This is an optimization exercise on Yosys and OpenROAD, whose aim is small area, a short achievable clock period and few clock cycles per item, not a production implementation. Function was not checked in any run shown here: the RTL went through the layout flow alone.

## config.mk

```make
export PLATFORM = sky130hd
export DESIGN_NAME = main
export DESIGN_NICKNAME = main
export VERILOG_FILES = /design/flow/design.v
export SDC_FILE = /design/flow/constraint.sdc
export NUM_CORES = 4
export LEC_CHECK = 0
export ABC_CLOCK_PERIOD_IN_PS = 4000
export CAP_MARGIN = 20
export CORE_MARGIN = 2
export CORE_UTILIZATION = 40
export SLEW_MARGIN = 20
```

## constraint.sdc

```tcl
create_clock -name core_clock -period 13.0 [get_ports {clk}]
set_input_delay 2.6000 -clock core_clock [delete_from_list [all_inputs] [get_ports {clk}]]
set_output_delay 2.6000 -clock core_clock [all_outputs]
set_load 0.01 [all_outputs]
```

## design.v

```verilog
module bmul (
    input wire [13:0] a,
    input wire [15:0] b,
    input wire rnd,
    output wire [26:0] s,
    output wire [26:0] c
);
    wire [14:0] ae = {a, 1'b0};
    wire [16:0] be = {b[15], b};
    wire n0 = ae[2];
    wire o0 = ae[1] ^ ae[0];
    wire t0 = (ae[2] & ~ae[1] & ~ae[0]) | (~ae[2] & ae[1] & ae[0]);
    wire p0_0 = (o0 & be[0]) ^ n0;
    wire p0_1 = ((o0 & be[1]) | (t0 & be[0])) ^ n0;
    wire p0_2 = ((o0 & be[2]) | (t0 & be[1])) ^ n0;
    wire p0_3 = ((o0 & be[3]) | (t0 & be[2])) ^ n0;
    wire p0_4 = ((o0 & be[4]) | (t0 & be[3])) ^ n0;
    wire p0_5 = ((o0 & be[5]) | (t0 & be[4])) ^ n0;
    wire p0_6 = ((o0 & be[6]) | (t0 & be[5])) ^ n0;
    wire p0_7 = ((o0 & be[7]) | (t0 & be[6])) ^ n0;
    wire p0_8 = ((o0 & be[8]) | (t0 & be[7])) ^ n0;
    wire p0_9 = ((o0 & be[9]) | (t0 & be[8])) ^ n0;
    wire p0_10 = ((o0 & be[10]) | (t0 & be[9])) ^ n0;
    wire p0_11 = ((o0 & be[11]) | (t0 & be[10])) ^ n0;
    wire p0_12 = ((o0 & be[12]) | (t0 & be[11])) ^ n0;
    wire p0_13 = ((o0 & be[13]) | (t0 & be[12])) ^ n0;
    wire p0_14 = ((o0 & be[14]) | (t0 & be[13])) ^ n0;
    wire p0_15 = ((o0 & be[15]) | (t0 & be[14])) ^ n0;
    wire p0_16 = ~(((o0 & be[16]) | (t0 & be[15])) ^ n0);
    wire n1 = ae[4];
    wire o1 = ae[3] ^ ae[2];
    wire t1 = (ae[4] & ~ae[3] & ~ae[2]) | (~ae[4] & ae[3] & ae[2]);
    wire p1_0 = (o1 & be[0]) ^ n1;
    wire p1_1 = ((o1 & be[1]) | (t1 & be[0])) ^ n1;
    wire p1_2 = ((o1 & be[2]) | (t1 & be[1])) ^ n1;
    wire p1_3 = ((o1 & be[3]) | (t1 & be[2])) ^ n1;
    wire p1_4 = ((o1 & be[4]) | (t1 & be[3])) ^ n1;
    wire p1_5 = ((o1 & be[5]) | (t1 & be[4])) ^ n1;
    wire p1_6 = ((o1 & be[6]) | (t1 & be[5])) ^ n1;
    wire p1_7 = ((o1 & be[7]) | (t1 & be[6])) ^ n1;
    wire p1_8 = ((o1 & be[8]) | (t1 & be[7])) ^ n1;
    wire p1_9 = ((o1 & be[9]) | (t1 & be[8])) ^ n1;
    wire p1_10 = ((o1 & be[10]) | (t1 & be[9])) ^ n1;
    wire p1_11 = ((o1 & be[11]) | (t1 & be[10])) ^ n1;
    wire p1_12 = ((o1 & be[12]) | (t1 & be[11])) ^ n1;
    wire p1_13 = ((o1 & be[13]) | (t1 & be[12])) ^ n1;
    wire p1_14 = ((o1 & be[14]) | (t1 & be[13])) ^ n1;
    wire p1_15 = ((o1 & be[15]) | (t1 & be[14])) ^ n1;
    wire p1_16 = ~(((o1 & be[16]) | (t1 & be[15])) ^ n1);
    wire n2 = ae[6];
    wire o2 = ae[5] ^ ae[4];
    wire t2 = (ae[6] & ~ae[5] & ~ae[4]) | (~ae[6] & ae[5] & ae[4]);
    wire p2_0 = (o2 & be[0]) ^ n2;
    wire p2_1 = ((o2 & be[1]) | (t2 & be[0])) ^ n2;
    wire p2_2 = ((o2 & be[2]) | (t2 & be[1])) ^ n2;
    wire p2_3 = ((o2 & be[3]) | (t2 & be[2])) ^ n2;
    wire p2_4 = ((o2 & be[4]) | (t2 & be[3])) ^ n2;
    wire p2_5 = ((o2 & be[5]) | (t2 & be[4])) ^ n2;
    wire p2_6 = ((o2 & be[6]) | (t2 & be[5])) ^ n2;
    wire p2_7 = ((o2 & be[7]) | (t2 & be[6])) ^ n2;
    wire p2_8 = ((o2 & be[8]) | (t2 & be[7])) ^ n2;
    wire p2_9 = ((o2 & be[9]) | (t2 & be[8])) ^ n2;
    wire p2_10 = ((o2 & be[10]) | (t2 & be[9])) ^ n2;
    wire p2_11 = ((o2 & be[11]) | (t2 & be[10])) ^ n2;
    wire p2_12 = ((o2 & be[12]) | (t2 & be[11])) ^ n2;
    wire p2_13 = ((o2 & be[13]) | (t2 & be[12])) ^ n2;
    wire p2_14 = ((o2 & be[14]) | (t2 & be[13])) ^ n2;
    wire p2_15 = ((o2 & be[15]) | (t2 & be[14])) ^ n2;
    wire p2_16 = ~(((o2 & be[16]) | (t2 & be[15])) ^ n2);
    wire n3 = ae[8];
    wire o3 = ae[7] ^ ae[6];
    wire t3 = (ae[8] & ~ae[7] & ~ae[6]) | (~ae[8] & ae[7] & ae[6]);
    wire p3_0 = (o3 & be[0]) ^ n3;
    wire p3_1 = ((o3 & be[1]) | (t3 & be[0])) ^ n3;
    wire p3_2 = ((o3 & be[2]) | (t3 & be[1])) ^ n3;
    wire p3_3 = ((o3 & be[3]) | (t3 & be[2])) ^ n3;
    wire p3_4 = ((o3 & be[4]) | (t3 & be[3])) ^ n3;
    wire p3_5 = ((o3 & be[5]) | (t3 & be[4])) ^ n3;
    wire p3_6 = ((o3 & be[6]) | (t3 & be[5])) ^ n3;
    wire p3_7 = ((o3 & be[7]) | (t3 & be[6])) ^ n3;
    wire p3_8 = ((o3 & be[8]) | (t3 & be[7])) ^ n3;
    wire p3_9 = ((o3 & be[9]) | (t3 & be[8])) ^ n3;
    wire p3_10 = ((o3 & be[10]) | (t3 & be[9])) ^ n3;
    wire p3_11 = ((o3 & be[11]) | (t3 & be[10])) ^ n3;
    wire p3_12 = ((o3 & be[12]) | (t3 & be[11])) ^ n3;
    wire p3_13 = ((o3 & be[13]) | (t3 & be[12])) ^ n3;
    wire p3_14 = ((o3 & be[14]) | (t3 & be[13])) ^ n3;
    wire p3_15 = ((o3 & be[15]) | (t3 & be[14])) ^ n3;
    wire p3_16 = ~(((o3 & be[16]) | (t3 & be[15])) ^ n3);
    wire n4 = ae[10];
    wire o4 = ae[9] ^ ae[8];
    wire t4 = (ae[10] & ~ae[9] & ~ae[8]) | (~ae[10] & ae[9] & ae[8]);
    wire p4_0 = (o4 & be[0]) ^ n4;
    wire p4_1 = ((o4 & be[1]) | (t4 & be[0])) ^ n4;
    wire p4_2 = ((o4 & be[2]) | (t4 & be[1])) ^ n4;
    wire p4_3 = ((o4 & be[3]) | (t4 & be[2])) ^ n4;
    wire p4_4 = ((o4 & be[4]) | (t4 & be[3])) ^ n4;
    wire p4_5 = ((o4 & be[5]) | (t4 & be[4])) ^ n4;
    wire p4_6 = ((o4 & be[6]) | (t4 & be[5])) ^ n4;
    wire p4_7 = ((o4 & be[7]) | (t4 & be[6])) ^ n4;
    wire p4_8 = ((o4 & be[8]) | (t4 & be[7])) ^ n4;
    wire p4_9 = ((o4 & be[9]) | (t4 & be[8])) ^ n4;
    wire p4_10 = ((o4 & be[10]) | (t4 & be[9])) ^ n4;
    wire p4_11 = ((o4 & be[11]) | (t4 & be[10])) ^ n4;
    wire p4_12 = ((o4 & be[12]) | (t4 & be[11])) ^ n4;
    wire p4_13 = ((o4 & be[13]) | (t4 & be[12])) ^ n4;
    wire p4_14 = ((o4 & be[14]) | (t4 & be[13])) ^ n4;
    wire p4_15 = ((o4 & be[15]) | (t4 & be[14])) ^ n4;
    wire p4_16 = ~(((o4 & be[16]) | (t4 & be[15])) ^ n4);
    wire n5 = ae[12];
    wire o5 = ae[11] ^ ae[10];
    wire t5 = (ae[12] & ~ae[11] & ~ae[10]) | (~ae[12] & ae[11] & ae[10]);
    wire p5_0 = (o5 & be[0]) ^ n5;
    wire p5_1 = ((o5 & be[1]) | (t5 & be[0])) ^ n5;
    wire p5_2 = ((o5 & be[2]) | (t5 & be[1])) ^ n5;
    wire p5_3 = ((o5 & be[3]) | (t5 & be[2])) ^ n5;
    wire p5_4 = ((o5 & be[4]) | (t5 & be[3])) ^ n5;
    wire p5_5 = ((o5 & be[5]) | (t5 & be[4])) ^ n5;
    wire p5_6 = ((o5 & be[6]) | (t5 & be[5])) ^ n5;
    wire p5_7 = ((o5 & be[7]) | (t5 & be[6])) ^ n5;
    wire p5_8 = ((o5 & be[8]) | (t5 & be[7])) ^ n5;
    wire p5_9 = ((o5 & be[9]) | (t5 & be[8])) ^ n5;
    wire p5_10 = ((o5 & be[10]) | (t5 & be[9])) ^ n5;
    wire p5_11 = ((o5 & be[11]) | (t5 & be[10])) ^ n5;
    wire p5_12 = ((o5 & be[12]) | (t5 & be[11])) ^ n5;
    wire p5_13 = ((o5 & be[13]) | (t5 & be[12])) ^ n5;
    wire p5_14 = ((o5 & be[14]) | (t5 & be[13])) ^ n5;
    wire p5_15 = ((o5 & be[15]) | (t5 & be[14])) ^ n5;
    wire p5_16 = ~(((o5 & be[16]) | (t5 & be[15])) ^ n5);
    wire n6 = ae[14];
    wire o6 = ae[13] ^ ae[12];
    wire t6 = (ae[14] & ~ae[13] & ~ae[12]) | (~ae[14] & ae[13] & ae[12]);
    wire p6_0 = (o6 & be[0]) ^ n6;
    wire p6_1 = ((o6 & be[1]) | (t6 & be[0])) ^ n6;
    wire p6_2 = ((o6 & be[2]) | (t6 & be[1])) ^ n6;
    wire p6_3 = ((o6 & be[3]) | (t6 & be[2])) ^ n6;
    wire p6_4 = ((o6 & be[4]) | (t6 & be[3])) ^ n6;
    wire p6_5 = ((o6 & be[5]) | (t6 & be[4])) ^ n6;
    wire p6_6 = ((o6 & be[6]) | (t6 & be[5])) ^ n6;
    wire p6_7 = ((o6 & be[7]) | (t6 & be[6])) ^ n6;
    wire p6_8 = ((o6 & be[8]) | (t6 & be[7])) ^ n6;
    wire p6_9 = ((o6 & be[9]) | (t6 & be[8])) ^ n6;
    wire p6_10 = ((o6 & be[10]) | (t6 & be[9])) ^ n6;
    wire p6_11 = ((o6 & be[11]) | (t6 & be[10])) ^ n6;
    wire p6_12 = ((o6 & be[12]) | (t6 & be[11])) ^ n6;
    wire p6_13 = ((o6 & be[13]) | (t6 & be[12])) ^ n6;
    wire p6_14 = ((o6 & be[14]) | (t6 & be[13])) ^ n6;
    wire w1 = rnd ^ n0 ^ p0_0;
    wire w2 = (rnd & n0) | (rnd & p0_0) | (n0 & p0_0);
    wire w3 = rnd ^ n1 ^ p0_2;
    wire w4 = (rnd & n1) | (rnd & p0_2) | (n1 & p0_2);
    wire w5 = rnd ^ p0_3 ^ p1_1;
    wire w6 = (rnd & p0_3) | (rnd & p1_1) | (p0_3 & p1_1);
    wire w7 = rnd ^ n2 ^ p0_4;
    wire w8 = (rnd & n2) | (rnd & p0_4) | (n2 & p0_4);
    wire w9 = rnd ^ p0_5 ^ p1_3;
    wire w10 = (rnd & p0_5) | (rnd & p1_3) | (p0_5 & p1_3);
    wire w11 = rnd ^ n3 ^ p0_6;
    wire w12 = (rnd & n3) | (rnd & p0_6) | (n3 & p0_6);
    wire w13 = p1_4 ^ p2_2 ^ p3_0;
    wire w14 = (p1_4 & p2_2) | (p1_4 & p3_0) | (p2_2 & p3_0);
    wire w15 = rnd ^ p0_7 ^ p1_5;
    wire w16 = (rnd & p0_7) | (rnd & p1_5) | (p0_7 & p1_5);
    wire w17 = rnd ^ n4 ^ p0_8;
    wire w18 = (rnd & n4) | (rnd & p0_8) | (n4 & p0_8);
    wire w19 = p1_6 ^ p2_4 ^ p3_2;
    wire w20 = (p1_6 & p2_4) | (p1_6 & p3_2) | (p2_4 & p3_2);
    wire w21 = rnd ^ p0_9 ^ p1_7;
    wire w22 = (rnd & p0_9) | (rnd & p1_7) | (p0_9 & p1_7);
    wire w23 = p2_5 ^ p3_3 ^ p4_1;
    wire w24 = (p2_5 & p3_3) | (p2_5 & p4_1) | (p3_3 & p4_1);
    wire w25 = rnd ^ n5 ^ p0_10;
    wire w26 = (rnd & n5) | (rnd & p0_10) | (n5 & p0_10);
    wire w27 = p1_8 ^ p2_6 ^ p3_4;
    wire w28 = (p1_8 & p2_6) | (p1_8 & p3_4) | (p2_6 & p3_4);
    wire w29 = p0_11 ^ p1_9 ^ p2_7;
    wire w30 = (p0_11 & p1_9) | (p0_11 & p2_7) | (p1_9 & p2_7);
    wire w31 = p3_5 ^ p4_3 ^ p5_1;
    wire w32 = (p3_5 & p4_3) | (p3_5 & p5_1) | (p4_3 & p5_1);
    wire w33 = n6 ^ p0_12 ^ p1_10;
    wire w34 = (n6 & p0_12) | (n6 & p1_10) | (p0_12 & p1_10);
    wire w35 = p2_8 ^ p3_6 ^ p4_4;
    wire w36 = (p2_8 & p3_6) | (p2_8 & p4_4) | (p3_6 & p4_4);
    wire w37 = p0_13 ^ p1_11 ^ p2_9;
    wire w38 = (p0_13 & p1_11) | (p0_13 & p2_9) | (p1_11 & p2_9);
    wire w39 = p3_7 ^ p4_5 ^ p5_3;
    wire w40 = (p3_7 & p4_5) | (p3_7 & p5_3) | (p4_5 & p5_3);
    wire w41 = p0_14 ^ p1_12 ^ p2_10;
    wire w42 = (p0_14 & p1_12) | (p0_14 & p2_10) | (p1_12 & p2_10);
    wire w43 = p3_8 ^ p4_6 ^ p5_4;
    wire w44 = (p3_8 & p4_6) | (p3_8 & p5_4) | (p4_6 & p5_4);
    wire w45 = p0_15 ^ p1_13 ^ p2_11;
    wire w46 = (p0_15 & p1_13) | (p0_15 & p2_11) | (p1_13 & p2_11);
    wire w47 = p3_9 ^ p4_7 ^ p5_5;
    wire w48 = (p3_9 & p4_7) | (p3_9 & p5_5) | (p4_7 & p5_5);
    wire w49 = 1'b1 ^ p0_16 ^ p1_14;
    wire w50 = (1'b1 & p0_16) | (1'b1 & p1_14) | (p0_16 & p1_14);
    wire w51 = p2_12 ^ p3_10 ^ p4_8;
    wire w52 = (p2_12 & p3_10) | (p2_12 & p4_8) | (p3_10 & p4_8);
    wire w53 = 1'b1 ^ p1_15 ^ p2_13;
    wire w54 = (1'b1 & p1_15) | (1'b1 & p2_13) | (p1_15 & p2_13);
    wire w55 = p3_11 ^ p4_9 ^ p5_7;
    wire w56 = (p3_11 & p4_9) | (p3_11 & p5_7) | (p4_9 & p5_7);
    wire w57 = p1_16 ^ p2_14 ^ p3_12;
    wire w58 = (p1_16 & p2_14) | (p1_16 & p3_12) | (p2_14 & p3_12);
    wire w59 = p4_10 ^ p5_8 ^ p6_6;
    wire w60 = (p4_10 & p5_8) | (p4_10 & p6_6) | (p5_8 & p6_6);
    wire w61 = 1'b1 ^ p2_15 ^ p3_13;
    wire w62 = (1'b1 & p2_15) | (1'b1 & p3_13) | (p2_15 & p3_13);
    wire w63 = p4_11 ^ p5_9 ^ p6_7;
    wire w64 = (p4_11 & p5_9) | (p4_11 & p6_7) | (p5_9 & p6_7);
    wire w65 = p2_16 ^ p3_14 ^ p4_12;
    wire w66 = (p2_16 & p3_14) | (p2_16 & p4_12) | (p3_14 & p4_12);
    wire w67 = 1'b1 ^ p3_15 ^ p4_13;
    wire w68 = (1'b1 & p3_15) | (1'b1 & p4_13) | (p3_15 & p4_13);
    wire w69 = p3_16 ^ p4_14 ^ p5_12;
    wire w70 = (p3_16 & p4_14) | (p3_16 & p5_12) | (p4_14 & p5_12);
    wire w71 = 1'b1 ^ p4_15 ^ p5_13;
    wire w72 = (1'b1 & p4_15) | (1'b1 & p5_13) | (p4_15 & p5_13);
    wire w73 = p4_16 ^ p5_14 ^ p6_12;
    wire w74 = (p4_16 & p5_14) | (p4_16 & p6_12) | (p5_14 & p6_12);
    wire w75 = 1'b1 ^ p5_15 ^ p6_13;
    wire w76 = (1'b1 & p5_15) | (1'b1 & p6_13) | (p5_15 & p6_13);
    wire w77 = rnd ^ p0_1 ^ w2;
    wire w78 = (rnd & p0_1) | (rnd & w2) | (p0_1 & w2);
    wire w79 = p1_2 ^ p2_0 ^ w6;
    wire w80 = (p1_2 & p2_0) | (p1_2 & w6) | (p2_0 & w6);
    wire w81 = p2_1 ^ w8 ^ w9;
    wire w82 = (p2_1 & w8) | (p2_1 & w9) | (w8 & w9);
    wire w83 = w10 ^ w11 ^ w13;
    wire w84 = (w10 & w11) | (w10 & w13) | (w11 & w13);
    wire w85 = p2_3 ^ p3_1 ^ w12;
    wire w86 = (p2_3 & p3_1) | (p2_3 & w12) | (p3_1 & w12);
    wire w87 = p4_0 ^ w16 ^ w17;
    wire w88 = (p4_0 & w16) | (p4_0 & w17) | (w16 & w17);
    wire w89 = w18 ^ w20 ^ w21;
    wire w90 = (w18 & w20) | (w18 & w21) | (w20 & w21);
    wire w91 = p4_2 ^ p5_0 ^ w22;
    wire w92 = (p4_2 & p5_0) | (p4_2 & w22) | (p5_0 & w22);
    wire w93 = w24 ^ w25 ^ w27;
    wire w94 = (w24 & w25) | (w24 & w27) | (w25 & w27);
    wire w95 = w26 ^ w28 ^ w29;
    wire w96 = (w26 & w28) | (w26 & w29) | (w28 & w29);
    wire w97 = p5_2 ^ p6_0 ^ w30;
    wire w98 = (p5_2 & p6_0) | (p5_2 & w30) | (p6_0 & w30);
    wire w99 = w32 ^ w33 ^ w35;
    wire w100 = (w32 & w33) | (w32 & w35) | (w33 & w35);
    wire w101 = p6_1 ^ w34 ^ w36;
    wire w102 = (p6_1 & w34) | (p6_1 & w36) | (w34 & w36);
    wire w103 = p6_2 ^ w38 ^ w40;
    wire w104 = (p6_2 & w38) | (p6_2 & w40) | (w38 & w40);
    wire w105 = p6_3 ^ w42 ^ w44;
    wire w106 = (p6_3 & w42) | (p6_3 & w44) | (w42 & w44);
    wire w107 = p5_6 ^ p6_4 ^ w46;
    wire w108 = (p5_6 & p6_4) | (p5_6 & w46) | (p6_4 & w46);
    wire w109 = w48 ^ w49 ^ w51;
    wire w110 = (w48 & w49) | (w48 & w51) | (w49 & w51);
    wire w111 = p6_5 ^ w50 ^ w52;
    wire w112 = (p6_5 & w50) | (p6_5 & w52) | (w50 & w52);
    wire w113 = w54 ^ w56 ^ w57;
    wire w114 = (w54 & w56) | (w54 & w57) | (w56 & w57);
    wire w115 = w58 ^ w60 ^ w61;
    wire w116 = (w58 & w60) | (w58 & w61) | (w60 & w61);
    wire w117 = p5_10 ^ p6_8 ^ w62;
    wire w118 = (p5_10 & p6_8) | (p5_10 & w62) | (p6_8 & w62);
    wire w119 = p5_11 ^ p6_9 ^ w66;
    wire w120 = (p5_11 & p6_9) | (p5_11 & w66) | (p6_9 & w66);
    wire w121 = p6_10 ^ w68 ^ w69;
    wire w122 = (p6_10 & w68) | (p6_10 & w69) | (w68 & w69);
    wire w123 = p6_11 ^ w70 ^ w71;
    wire w124 = (p6_11 & w70) | (p6_11 & w71) | (w70 & w71);
    wire w125 = p5_16 ^ p6_14 ^ w76;
    wire w126 = (p5_16 & p6_14) | (p5_16 & w76) | (p6_14 & w76);
    wire w127 = p1_0 ^ w3 ^ w78;
    wire w128 = (p1_0 & w3) | (p1_0 & w78) | (w3 & w78);
    wire w129 = w14 ^ w15 ^ w84;
    wire w130 = (w14 & w15) | (w14 & w84) | (w15 & w84);
    wire w131 = w19 ^ w86 ^ w87;
    wire w132 = (w19 & w86) | (w19 & w87) | (w86 & w87);
    wire w133 = w23 ^ w88 ^ w89;
    wire w134 = (w23 & w88) | (w23 & w89) | (w88 & w89);
    wire w135 = w90 ^ w91 ^ w93;
    wire w136 = (w90 & w91) | (w90 & w93) | (w91 & w93);
    wire w137 = w31 ^ w92 ^ w94;
    wire w138 = (w31 & w92) | (w31 & w94) | (w92 & w94);
    wire w139 = w96 ^ w97 ^ w99;
    wire w140 = (w96 & w97) | (w96 & w99) | (w97 & w99);
    wire w141 = w37 ^ w39 ^ w98;
    wire w142 = (w37 & w39) | (w37 & w98) | (w39 & w98);
    wire w143 = w41 ^ w43 ^ w102;
    wire w144 = (w41 & w43) | (w41 & w102) | (w43 & w102);
    wire w145 = w45 ^ w47 ^ w104;
    wire w146 = (w45 & w47) | (w45 & w104) | (w47 & w104);
    wire w147 = w106 ^ w107 ^ w109;
    wire w148 = (w106 & w107) | (w106 & w109) | (w107 & w109);
    wire w149 = w53 ^ w55 ^ w108;
    wire w150 = (w53 & w55) | (w53 & w108) | (w55 & w108);
    wire w151 = w59 ^ w112 ^ w113;
    wire w152 = (w59 & w112) | (w59 & w113) | (w112 & w113);
    wire w153 = w63 ^ w114 ^ w115;
    wire w154 = (w63 & w114) | (w63 & w115) | (w114 & w115);
    wire w155 = w64 ^ w65 ^ w116;
    wire w156 = (w64 & w65) | (w64 & w116) | (w65 & w116);
    wire w157 = w67 ^ w118 ^ w119;
    wire w158 = (w67 & w118) | (w67 & w119) | (w118 & w119);
    wire w159 = w72 ^ w73 ^ w124;
    wire w160 = (w72 & w73) | (w72 & w124) | (w73 & w124);
    wire w161 = w4 ^ w5 ^ w128;
    wire w162 = (w4 & w5) | (w4 & w128) | (w5 & w128);
    wire w163 = w95 ^ w136 ^ w137;
    wire w164 = (w95 & w136) | (w95 & w137) | (w136 & w137);
    wire w165 = w100 ^ w101 ^ w140;
    wire w166 = (w100 & w101) | (w100 & w140) | (w101 & w140);
    wire w167 = w103 ^ w142 ^ w143;
    wire w168 = (w103 & w142) | (w103 & w143) | (w142 & w143);
    wire w169 = w105 ^ w144 ^ w145;
    wire w170 = (w105 & w144) | (w105 & w145) | (w144 & w145);
    wire w171 = w110 ^ w111 ^ w148;
    wire w172 = (w110 & w111) | (w110 & w148) | (w111 & w148);
    wire w173 = w117 ^ w154 ^ w155;
    wire w174 = (w117 & w154) | (w117 & w155) | (w154 & w155);
    wire w175 = w120 ^ w121 ^ w158;
    wire w176 = (w120 & w121) | (w120 & w158) | (w121 & w158);
    wire w177 = w74 ^ w75 ^ w160;
    wire w178 = (w74 & w75) | (w74 & w160) | (w75 & w160);
    wire w179 = w7 ^ w79 ^ w162;
    wire w180 = (w7 & w79) | (w7 & w162) | (w79 & w162);
    wire w181 = w138 ^ w139 ^ w164;
    wire w182 = (w138 & w139) | (w138 & w164) | (w139 & w164);
    wire w183 = w146 ^ w147 ^ w170;
    wire w184 = (w146 & w147) | (w146 & w170) | (w147 & w170);
    wire w185 = w150 ^ w151 ^ w172;
    wire w186 = (w150 & w151) | (w150 & w172) | (w151 & w172);
    wire w187 = w156 ^ w157 ^ w174;
    wire w188 = (w156 & w157) | (w156 & w174) | (w157 & w174);
    wire w189 = w122 ^ w123 ^ w176;
    wire w190 = (w122 & w123) | (w122 & w176) | (w123 & w176);
    wire w191 = w80 ^ w81 ^ w180;
    wire w192 = (w80 & w81) | (w80 & w180) | (w81 & w180);
    wire w193 = w141 ^ w165 ^ w182;
    wire w194 = (w141 & w165) | (w141 & w182) | (w165 & w182);
    wire w195 = w149 ^ w171 ^ w184;
    wire w196 = (w149 & w171) | (w149 & w184) | (w171 & w184);
    wire w197 = w152 ^ w153 ^ w186;
    wire w198 = (w152 & w153) | (w152 & w186) | (w153 & w186);
    wire w199 = w82 ^ w83 ^ w192;
    wire w200 = (w82 & w83) | (w82 & w192) | (w83 & w192);
    wire w201 = w166 ^ w167 ^ w194;
    wire w202 = (w166 & w167) | (w166 & w194) | (w167 & w194);
    wire w203 = w85 ^ w129 ^ w200;
    wire w204 = (w85 & w129) | (w85 & w200) | (w129 & w200);
    wire w205 = w168 ^ w169 ^ w202;
    wire w206 = (w168 & w169) | (w168 & w202) | (w169 & w202);
    wire w207 = w130 ^ w131 ^ w204;
    wire w208 = (w130 & w131) | (w130 & w204) | (w131 & w204);
    wire w209 = w132 ^ w133 ^ w208;
    wire w210 = (w132 & w133) | (w132 & w208) | (w133 & w208);
    wire w211 = w134 ^ w135 ^ w210;
    wire w212 = (w134 & w135) | (w134 & w210) | (w135 & w210);
    assign s = {w125, w177, w159, w189, w175, w187, w173, w197, w185, w195, w183, w205, w201, w193, w181, w212, w211, w209, w207, w203, w199, w191, w179, w161, w127, w77, w1};
    assign c = {w178, 1'b0, w190, 1'b0, w188, 1'b0, w198, 1'b0, w196, 1'b0, w206, 1'b0, 1'b0, 1'b0, 1'b0, w163, 1'b0, 1'b0, 1'b0, 1'b0, 1'b0, 1'b0, 1'b0, 1'b0, 1'b0, 1'b0, 1'b0};
endmodule
module main (
    input wire [15:0] v, x,
    input wire clk, reset, start,
    output wire done,
    output wire [15:0] final_result
);
    reg [2:0] ph;
    reg done_r;
    reg [14:0] X2;
    reg [13:0] T;
    reg [15:0] F;
    wire [20:0] p85  = {X2, 6'b0} + {X2, 4'b0} + {X2, 2'b0} + X2 + (X2[0] ? 21'd85 : 21'd0);
    wire [17:0] p17  = {T, 4'b0} + T + 18'd511;
    wire [17:0] p9   = {T, 3'b0} + T;
    wire [18:0] p23  = {T, 4'b0} + {T, 2'b0} + {T, 1'b0} + T + 19'd2047;
    wire [13:0] accm = F[13:0] - T;
    reg [13:0] A;
    reg [15:0] B;
    reg rnd;
    always @(*) begin
        A = x[13:0]; B = {{2{x[13]}}, x[13:0]}; rnd = 1'b0;
        case (ph)
            3'd1: begin A = {4'b0, p85[20:11]}; B = {1'b0, X2}; end
            3'd2: begin A = {5'b0, p17[17:9]};  B = {1'b0, X2}; rnd = 1'b1; end
            3'd3: begin A = {8'b0, p9[14:9]};   B = {1'b0, X2}; end
            3'd4: begin A = {11'b0, p23[13:11]}; B = {1'b0, X2}; rnd = 1'b1; end
            3'd5: begin A = accm; B = v; end
            default: ;
        endcase
    end
    wire [26:0] ps, pc;
    bmul mul (.a(A), .b(B), .rnd(rnd), .s(ps), .c(pc));
    wire [26:0] P = ps + pc;
    wire add = (ph == 3'd2) || (ph == 3'd4);
    wire [13:0] m1 = X2[14:1] + X2[0];
    wire [13:0] acc_a = (ph == 3'd1) ? 14'd2048 : F[13:0];
    wire [13:0] acc_b = (ph == 3'd1) ? m1 : T;
    wire [13:0] acc_n = add ? acc_a + acc_b : acc_a - acc_b;
    always @(posedge clk) begin
        if (reset) begin
            ph <= 3'd0;
            done_r <= 1'b0;
        end else begin
            case (ph)
                3'd0: if (start) begin ph <= 3'd1; done_r <= 1'b0; end
                3'd5: begin ph <= 3'd0; done_r <= 1'b1; end
                default: ph <= ph + 3'd1;
            endcase
        end
    end
    always @(posedge clk) begin
        if (ph == 3'd0) X2 <= P[25:11];
        if (ph != 3'd0 && ph != 3'd5) T <= P[24:11];
        if (ph == 3'd5) F <= P[26:11];
        else if (ph != 3'd0) F <= {{2{acc_n[13]}}, acc_n};
    end
    assign done = done_r;
    assign final_result = F;
endmodule
```

## run.sh

```bash
#!/bin/bash
# synth_recipe.tcl (not shown) runs the flow's synth.tcl, then flattens the netlist and writes it again
# the make line also repeats each setting of config.mk as NAME=value (left out here)
make -C /OpenROAD-flow-scripts/flow DESIGN_CONFIG=/design/flow/config.mk WORK_HOME=/design/flow/orfs CLKGATE_MAP_FILE= SYNTH_SCRIPT=/design/flow/synth_recipe.tcl finish
```

==> results of run 1 <==
-- cell families after synthesis --
| kind of cell | Yosys count |
|---|---|
| flip-flops | 49 |
| multiplexers | 7 |
| AO/OA/AOI/OAI | 639 |
| adder cells (fa/ha/maj) | 291 |
| AND/OR/NAND/NOR | 447 |
| XOR/XNOR | 84 |
| buffers and inverters | 329 |
-- metal layers --
| layer | up-vias | track usage (%) | share of wire, % |
|---|---|---|---|
| met2 | 617 | 41.1 | 45 |
| met4 | 0 | 9.34 | 3.6 |
| li1 | 6584 | - | - |
| met1 | 6794 | 35.8 | 43 |
| met3 | 85 | 3.32 | 7.6 |
| met5 | - | 0 | 0 |
-- worst max-delay path, delay by kind of cell, from the launching register on --
kind	cells	cell delay [ns]
AND/OR/NAND/NOR	5	1.62
AO/OA/AOI/OAI	14	3.07
flip-flops	1	0.56
buffers and inverters	5	0.72
XOR/XNOR	4	0.71
adder cells (fa/ha/maj)	11	4.55
-- worst paths after layout --
path	startpoint	to	slack [ns]	cells after the start
worst max-delay path	X2[4]$_DFFE_PP_	F[15]$_DFFE_PP_	1.45	39
worst min-delay path	done_r$_SDFFE_PP0P_	done_r$_SDFFE_PP0P_	0.51	2
worst max register to register	X2[4]$_DFFE_PP_	F[15]$_DFFE_PP_	1.45	39
worst min register to register	done_r$_SDFFE_PP0P_	done_r$_SDFFE_PP0P_	0.51	2
-- synth_stat cells (22+ instances only) --
library cell	count
ha_1	139
nor3_1	32
inv_1	189
xnor2_1	65
o221ai_1	27
edfxtp_1	45
a21oi_1	150
o22ai_1	37
clkbuf_1	118
a221oi_1	32
nor2_1	128
nand2_1	126
fa_1	129
a22oi_1	43
and3_1	22
o21ai_0	182
a221o_1	26
nand3_1	31
maj3_1	23
-- flip-flops by register name (all words and copies together), names as in the netlist --
signal,cells
ph,3
X2,15
T,14
F,16
done_r,1
-- layout make-up --
cell class	instances	area share [%]
flip-flops and latches	49	9.20
clock inverters	3	0.281
multi-input cells	1468	76.0
repair buffers	95	5.37
well taps	461	3.71
clock buffers	5	0.804
inverters	191	4.61
-- layout by cell type, fill, tap and decap left out, types with 7 or more instances in the layout --
cell type,Yosys,routed
a211oi_1,8,8
a21o_1,12,12
a21oi_1,150,149
a221o_1,26,26
a221oi_1,32,22
a221oi_2,3,12
a22oi_1,43,43
a31oi_1,21,20
and2_1,14,14
and3_1,22,22
buf_4,0,46
clkdlybuf4s50_1,0,49
edfxtp_1,45,45
fa_1,129,129
ha_1,139,139
inv_1,189,189
maj3_1,23,23
nand2_1,126,126
nand2b_1,16,16
nand3_1,31,31
nor2_1,128,127
nor2b_1,19,17
nor3_1,32,32
o211ai_1,9,9
o21ai_0,182,181
o21bai_1,10,10
o221ai_1,27,27
o22ai_1,37,37
o311ai_0,8,8
o31ai_1,7,7
or3_1,20,20
xnor2_1,65,65
xor2_1,18,18
-- metrics by stage --
stage / cells / cell area [sq um] / utilization [%]
2_1_floorplan: 1846 / 14400 / -
3_3_place_gp: 2264 / 15400 / 43.3
3_5_place_dp: 2264 / 15400 / 43.3
4_1_cts: 2272 / 15600 / 43.7
5_1_grt: 2272 / 15600 / 43.7
6_report: 2272 / 15600 / 43.7
==> qor.yml, run 1 <==
synthesis:
  syn-num-nets: 2149
  synth-simple-area-share_pct: 14.8
  synth_top_family_by_area: "adder cells"
  ys_ff_latch: 49
  netlist-cell-type-count: 86
  synth_area_leaders: "fa_1 (18%), ha_1 (12%), edfxtp_1 (9.4%)"
  yosys_warnings: 1
  synth_edf_count: 45
  yosys.area_share.xor_xnor_pct: 5.15
  synthFlopType: "edfxtp_1"
  async_flop_share_pct: 0
  yosysSeqAreaShare_pct: 9.92
  synth_compound_area_share_pct: 29.2
  synth_fa_ha_area_share_pct: 31.6
  yosysTopAreaCell: "fa_1"
  synth_area_sq_um: 14400
  avgSynthCellArea_sq_um: 7.81
  synthMuxAreaShare_pct: 0.555
  syn-instance-count: 1846
  synth.top_cell.area_share_pct: 17.9
clock_tree:
  clockBufferDepth: 2
  cts_root_buf: "clkbuf_16"
  path_clk_slew_ns: 0.08
  cts_setup_buffers: 0
  cts.repair.resized: 0
  cts_inserted_buffers: 5
  cts_tree: "built"
  clock-sinks: 49
  hold_buffers: 0
  clkLatencyLatePin_ns: 0.32
  htreeDepth: 2
placement:
  hpwlAfterDp_microns: 37600
  pre_cts_ws_ns: 1.54
  io_buffer_count: 49
  gp_congestion: 0.924
sta:
  fin_crit_sh_pct: 88.9
  fin_worst_skew_ns: 0.0159
  worstMarginPinSlew_ns: 0.962
  fin_ws_ns: 1.45
  hold_ws_ns: 0.512
  rsz0062_at_grt: "false"
  finalHoldViolations: 0
  slew_violations: 0
  fin_crit_ns: 11.55
  setup_viol: 0
  setup_tns_ns: 0
  max_freq_mhz: 86.6
  slew_headroom_pct: 35.8
status:
  status: "timing/DRC/antenna clean"
worst_setup_path:
  worstPathMaxFanout: 16
  crit_arrival_ns: 11.57
  critPathKind: "reg -> reg"
  required_ns: 13.02
  end_kind: "flop"
  worst_path_max_delay_cell: "nor2_1"
  cp_slowest_stage_delay_ns: 0.73
  critPathLaunchType: "flop"
  cpMostUsedCell: "fa_1"
floorplan:
  die-area_sq_um: 37600
  dieWidth_microns: 194
  fp.dieH_microns: 194
  core-area_sq_um: 35600
  rows: 69
  start_util_pct: 40.6
  io_pins: 52
detailed_routing:
  wire_per_inst_microns: 21.8
  ant_nets: 0
  drt-total-wl_microns: 49500
  drtPass1Iterations: 6
  drcViolationCount: 0
  via_count: 14100
  vias_per_cell: 6.20
  dr.first_iter.drc_count: 1570
cells_and_area:
  drive_gt1_share_pct: 5.80
  multi_input_area_sq_um: 11800
  syn_to_final_growth_pct: 7.87
  nNetsFinal: 2113
  fillers: 3584
  antenna_cells: 0
  final-seq-area_sq_um: 1430
job:
  drv_cap: 0
min_path:
  min-delay-path-class: "reg -> reg"
global_route:
  grt_max_degree: 60
  antenna_found_initial: 0
  grtUsageTotal_pct: 25.8
  grt_pass1_wl_microns: 76500
  grt_pass1_vias: 13200
  gr-total-overflow: 0
==> run 2, diff against run 1 <==
--- a/config.mk
+++ b/config.mk
@@ -5,7 +5,6 @@
 export SDC_FILE = /design/flow/constraint.sdc
 export NUM_CORES = 4
 export LEC_CHECK = 0
-export ABC_CLOCK_PERIOD_IN_PS = 4000
 export CAP_MARGIN = 20
 export CORE_MARGIN = 2
 export CORE_UTILIZATION = 40
==> qor.yml, run 2 <==
worst_setup_path:
  cpMostUsedCell: "fa_1"
  cp_top_family: "adder cells"
  r2r_setup_slack_ns: 1.45  # about the same
  critPathLaunchType: "flop"
  required_ns: 13.02  # about the same
  cp_slowest_stage_delay_ns: 0.73  # about the same
  worstRegToRegCells: 39  # unchanged
  path_buf_inv: 5  # unchanged
  timing.rr.start: "X2[4]$_DFFE_PP_"
  critPathKind: "reg -> reg"
  worstPathMaxFanout: 16  # unchanged
  worst_path_max_delay_cell: "nor2_1"
  r2r_end: "F[15]$_DFFE_PP_"
  end_kind: "flop"
  crit_arrival_ns: 11.57  # about the same
cells_and_area:
  largest_reg_flops: 16  # unchanged
  antenna_cells: 0  # unchanged
  final_cell_mix: "inv_1 (189), o21ai_0 (181), a21oi_1 (149)"
  fillers: 3584  # unchanged
  syn_to_final_growth_pct: 7.87  # unchanged
  final_cells: 2272  # unchanged
  final_common_cell: "inv_1"
  top_register: "F"
  nNetsFinal: 2113  # unchanged
  finish.utilization_pct: 43.7  # unchanged
  largestRegisters: "F (16), X2 (15), T (14)"
  drive_gt1_share_pct: 5.80  # unchanged
synthesis:
  avgSynthCellArea_sq_um: 7.81  # unchanged
  yosysMostFrequentCell: "inv_1"
  yosys_warnings: 1  # unchanged
  synth_area_leaders: "fa_1 (18%), ha_1 (12%), edfxtp_1 (9.4%)"
  netlist-cell-type-count: 86  # unchanged
  yosysTopAreaCell: "fa_1"
  yosysSeqAreaShare_pct: 9.92  # unchanged
  synth_edf_count: 45  # unchanged
  synthFlopType: "edfxtp_1"
  synth_area_sq_um: 14400  # unchanged
  syn-num-nets: 2149  # unchanged
  syn-instance-count: 1846  # unchanged
  synth.top_cell.area_share_pct: 17.9  # unchanged
  async_flop_share_pct: 0  # unchanged
  synth_common_cells: "inv_1 (189), o21ai_0 (182), a21oi_1 (150), ha_1 (139), fa_1 (129)"
  ys_ff_latch: 49  # unchanged
sta:
  setup_tns_ns: 0  # unchanged
  slew_headroom_pct: 35.8  # unchanged
  max_freq_mhz: 86.6  # unchanged
  setup_viol: 0  # unchanged
  worstMarginPinSlew_ns: 0.962  # unchanged
  fin_worst_skew_ns: 0.0159  # unchanged
  slew_violations: 0  # unchanged
  finalHoldViolations: 0  # unchanged
  hold_ws_ns: 0.512  # unchanged
  fin_crit_sh_pct: 88.9  # unchanged
  rsz0062_at_grt: "false"
  fin_crit_ns: 11.55  # unchanged
clock_tree:
  hold_buffers: 0  # unchanged
  clkLatencyLatePin_ns: 0.32  # about the same
  clockBufferDepth: 2  # unchanged
  htreeDepth: 2  # unchanged
  cts_setup_buffers: 0  # unchanged
  cts_root_buf: "clkbuf_16"
  cts_inserted_buffers: 5  # unchanged
  path_clk_slew_ns: 0.08  # about the same
  cts.repair.resized: 0  # unchanged
  clock-sinks: 49  # unchanged
  cts_tree: "built"
job:
  drv_cap: 0  # unchanged
detailed_routing:
  via_count: 14100  # unchanged
  drtPass1Iterations: 6  # unchanged
  vias_per_cell: 6.20  # unchanged
  drt-total-wl_microns: 49500  # unchanged
  dr.first_iter.drc_count: 1570  # unchanged
  ant_nets: 0  # unchanged
  drcViolationCount: 0  # unchanged
  wire_per_inst_microns: 21.8  # unchanged
global_route:
  grtUsageTotal_pct: 25.8  # unchanged
  gr-total-overflow: 0  # unchanged
  grt_pass1_wl_microns: 76500  # unchanged
  grt_pass1_vias: 13200  # unchanged
  antenna_found_initial: 0  # unchanged
  grt_max_degree: 60  # unchanged
min_path:
  min-delay-path-class: "reg -> reg"
  hold_depth: 2  # unchanged
  hold_end: "done_r$_SDFFE_PP0P_"
  min_from: "done_r$_SDFFE_PP0P_"
floorplan:
  core-area_sq_um: 35600  # unchanged
  start_util_pct: 40.6  # unchanged
  io_pins: 52  # unchanged
  die-area_sq_um: 37600  # unchanged
  rows: 69  # unchanged
  dieWidth_microns: 194  # unchanged
  fp.dieH_microns: 194  # unchanged
placement:
  hpwlAfterDp_microns: 37600  # unchanged
  gp_congestion: 0.924  # unchanged
  dp.cells: 2264  # unchanged
  io_buffer_count: 49  # unchanged
status:
  status: "timing/DRC/antenna clean"
run 2: worst min-delay path: stages (launching register included):
cell	delay, ns
dfxtp_1	0.32
nor2_1	0.10
a211oi_1	0.05
run 2: final cells by class:
type	count	area, sq um	area share (%)
flip-flops and latches	49	1430	9.20
clock buffers	5	125	0.804
well taps	461	577	3.71
repair buffers	95	836	5.37
inverters	191	717	4.61
multi-input cells	1468	11800	76.0
clock inverters	3	43.8	0.281
run 2: layer usage:
| layer | routed length [microns] | vias up | GRT usage, % | part of all wire (%) |
|---|---|---|---|---|
| li1 | - | 6584 | - | - |
| met1 | 21500 | 6794 | 35.8 | 43 |
| met2 | 22500 | 617 | 41.1 | 45 |
| met3 | 3760 | 85 | 3.32 | 7.6 |
| met4 | 1770 | 0 | 9.34 | 3.6 |
| met5 | 0 | - | 0 | 0 |
run 2: kinds of logic (layout without fill, tap and decap cells):
logic type,Yosys count,count (layout),share of synthesized area (%)
muxes,7,7,0.555
xor gates and xnor gates,84,84,5.15
AOI/OAI and AO/OA,639,639,29.2
DFF,49,49,9.92
buffers and inverters,329,294,8.78
and+or+nand+nor,447,447,14.8
adders and majority gates,291,291,31.6
run 2: per-stage QoR:
step	setup WS [ns]	cell area, sq um
floorplan	3.05	14400
detailed placement	1.54	15400
finish	1.45	15600
global placement	1.63	15400
global route	0.668	15600
CTS	1.51	15600
run 2: how the worst max path moves through the flow:
stage                    startpoint               to  slack (ns)  cells after the start
floorplan           X2[3]$_DFFE_PP_  F[15]$_DFFE_PP_        3.05                     43
global placement    X2[4]$_DFFE_PP_  F[15]$_DFFE_PP_        1.63                     43
detailed placement  X2[4]$_DFFE_PP_  F[15]$_DFFE_PP_        1.54                     43
CTS                 X2[4]$_DFFE_PP_  F[15]$_DFFE_PP_        1.51                     43
global route        X2[4]$_DFFE_PP_  F[15]$_DFFE_PP_        0.67                     43
finish              X2[4]$_DFFE_PP_  F[15]$_DFFE_PP_        1.45                     39

==> separate check: timing with driven ports <==
Ports are ideal in the flow. The routed layouts listed here were re-timed in OpenROAD. Step 1, drivers: a clkbuf_16 drives clk and a buf_2 each remaining input, both assumed. Step 2 also shifts input and output timing later by t, the mid clock arrival at the registers, as if the neighbouring blocks saw the same clock. Slacks: ideal ports / drivers / drivers and shift; pairs: ideal ports / drivers.
run | t, ns | slack for setup (ns) | hold WS [ns] | latest minus earliest clock arrival (ns) | slew at the worst register clock pin (ns)
run 1 | 0.347 | 1.449 / 1.449 / 1.449 | 0.512 / 0.512 / 0.512 | 0.016 / 0.016 | 0.08 / 0.08
run 2 | 0.347 | 1.449 / 1.449 / 1.449 | 0.512 / 0.512 / 0.512 | 0.016 / 0.016 | 0.08 / 0.08
After both steps setup and hold are still met in every run listed.
